From an optimization exercise on the open Yosys and OpenROAD flow, aimed at small area; shortcuts taken in it are not production practice. Function was checked by simulation only, so behaviour that the tests miss may differ from the original.

Setup of alpha:
==> module Attention_top, before the edit <==
module Attention_top #(
    parameter INPUT_WIDTH = 8,
    parameter NUM_CODE_WIDTH = 5,
    parameter MATRIX_SIZE = 3,
    parameter ADDR_WIDTH = $clog2(MATRIX_SIZE**2<<2),
    parameter OUTPUT_WIDTH = $clog2(MATRIX_SIZE*(2**INPUT_WIDTH))-1
)(
    input clk,
    input reset_n,
    input start,
    input softmax_req,DATA_write_EN,
    input  [INPUT_WIDTH*MATRIX_SIZE-1:0] Q_INPUT,
    input [INPUT_WIDTH*MATRIX_SIZE-1:0] MATRIX_INPUT,
    output [MATRIX_SIZE*OUTPUT_WIDTH-1:0] Output_RESULT,
    input output_req
);
    reg [2:0] csel;          
    reg [2:0] ph;            
    reg       oreq_d;
    reg [2:0] osel;          
    wire act = csel[0] | csel[1] | csel[2];
    wire last = act & ph[1];   
    always @(posedge clk or negedge reset_n) begin
        if (!reset_n) begin
            csel <= 3'b000;
            oreq_d <= 1'b0;
        end else begin
            if (start) csel <= 3'b001;
            else if (ph[1]) csel <= {csel[1:0], 1'b0};
            oreq_d <= output_req;
        end
    end
    always @(posedge clk) begin
        ph <= start ? 3'b100 : {ph[1:0], ph[2]};
        if (output_req & ~oreq_d) osel <= ph;
    end
    reg [23:0] qw0, qw1, qw2;
    always @(posedge clk) begin
        if (DATA_write_EN | last) begin
            qw0 <= Q_INPUT;
            qw1 <= qw0;
            qw2 <= qw1;
        end
    end
    reg [7:0] kc0 [0:2];    
    reg [7:0] kc1 [0:2];
    reg [7:0] kc2 [0:2];
    always @(posedge clk) begin
        if (DATA_write_EN | act) begin
            kc0[0] <= kc0[1]; kc0[1] <= kc0[2];
            kc0[2] <= DATA_write_EN ? MATRIX_INPUT[23:16] : kc0[0];
            kc1[0] <= kc1[1]; kc1[1] <= kc1[2];
            kc1[2] <= DATA_write_EN ? MATRIX_INPUT[15:8] : kc1[0];
            kc2[0] <= kc2[1]; kc2[1] <= kc2[2];
            kc2[2] <= DATA_write_EN ? MATRIX_INPUT[7:0] : kc2[0];
        end
    end
    wire [3:0] one0, two0, neg0, one1, two1, neg1, one2, two2, neg2;
    booth_enc4 kenc0 (.k(kc0[0]), .one(one0), .two(two0), .neg(neg0));
    booth_enc4 kenc1 (.k(kc1[0]), .one(one1), .two(two1), .neg(neg1));
    booth_enc4 kenc2 (.k(kc2[0]), .one(one2), .two(two2), .neg(neg2));
    wire [8:0] y;
    dot3 unit (
        .one0(one0), .two0(two0), .neg0(neg0),
        .one1(one1), .two1(two1), .neg1(neg1),
        .one2(one2), .two2(two2), .neg2(neg2),
        .q0(qw2[23:16]), .q1(qw2[15:8]), .q2(qw2[7:0]),
        .y(y)
    );
    reg [26:0] rs0, rs1, rs2;
    always @(posedge clk) begin
        rs0 <= {csel[0] ? y : rs2[26:18], csel[1] ? y : rs2[17:9], csel[2] ? y : rs2[8:0]};
        rs1 <= rs0;
        rs2 <= rs1;
    end
    assign Output_RESULT = ({27{osel[0]}} & rs0) | ({27{osel[1]}} & rs1) | ({27{osel[2]}} & rs2);
endmodule
Settings: LEC_CHECK=0, ABC_AREA=1, CAP_MARGIN=20, CORE_MARGIN=2, CORE_UTILIZATION=75, CTS_CLUSTER_DIAMETER=100, CTS_CLUSTER_SIZE=30, SLEW_MARGIN=20; clock period 5.0 ns.
standard.sh (not shown) runs the stock make flow with config.mk's settings and CLKGATE_MAP_FILE= SYNTH_SCRIPT=/design/flow/synth_recipe.tcl, a recipe that flattens the netlist after the stock synthesis.
==> flow/flow/run.sh <==
#!/bin/bash
# Own layout flow: the standard ORFS flow (standard.sh, unchanged synthesis),
# with the port buffers made of the smallest buffer cell (sky130_fd_sc_hd__buf_1)
# instead of the default choice. Every input and output port still gets a buffer.
set -euo pipefail
cd "$(dirname "$0")/.."
bash standard.sh "BUFFER_PORTS_ARGS=-buffer_cell sky130_fd_sc_hd__buf_1" finish > flow_standard.log 2>&1
What beta does differently from alpha at the input level:
--- a/flow/design.v
+++ b/flow/design.v
@@ -275,23 +275,20 @@
 );
     reg [2:0] csel;          
     reg [2:0] ph;            
-    reg       oreq_d;
     reg [2:0] osel;          
     wire act = csel[0] | csel[1] | csel[2];
     wire last = act & ph[1];   
     always @(posedge clk or negedge reset_n) begin
         if (!reset_n) begin
             csel <= 3'b000;
-            oreq_d <= 1'b0;
         end else begin
             if (start) csel <= 3'b001;
             else if (ph[1]) csel <= {csel[1:0], 1'b0};
-            oreq_d <= output_req;
         end
     end
     always @(posedge clk) begin
         ph <= start ? 3'b100 : {ph[1:0], ph[2]};
-        if (output_req & ~oreq_d) osel <= ph;
+        if (~output_req) osel <= {ph[1:0], ph[2]};
     end
     reg [23:0] qw0, qw1, qw2;
     always @(posedge clk) begin
[summary]
- Max mean number of vias per cell across alpha and beta: alpha
- Relative to alpha, the layout-stage area growth over the synthesis result of beta is lower by 0.72 points.
- Summary of beta over alpha: number of vias after detailed routing decreased 81; synthesized cell count increased about 2.4%; total detailed-routing wirelength decreased about 4%; xor/xnor cell area share of the yosys netlist decreased 0.56 points; register-to-register path setup slack increased 90 ps.
- Relative to alpha, the met1 layer usage reported by global route of beta is lower by 4.2 points.
- Delta(final standard cell count with taps included and fillers excluded, beta - alpha) > 0

[port drivers added, routing unchanged]
The results above use ideal ports. As a check the final layouts listed here were re-extracted and re-timed, cells and wires unchanged.
Step 1: set_driving_cell puts a clkbuf_16 on clk and a buf_2 on each other input, an assumption about the parent block.
Step 2 times the ports against the registers' clock, not the clock port: input delays grow and output delays shrink by t, the midpoint of the rising clock arrivals with the driver on.
Slacks: ideal ports / drivers / drivers and shift; pairs: ideal ports / drivers.
run	t, ns	setup WS [ns]	worst data-port slew with drivers (ns)
alpha	0.504	0.208 / 0.208 / 0.208	0.04
beta	0.506	0.296 / 0.296 / 0.296	0.04
After both steps every run listed still meets setup and hold.
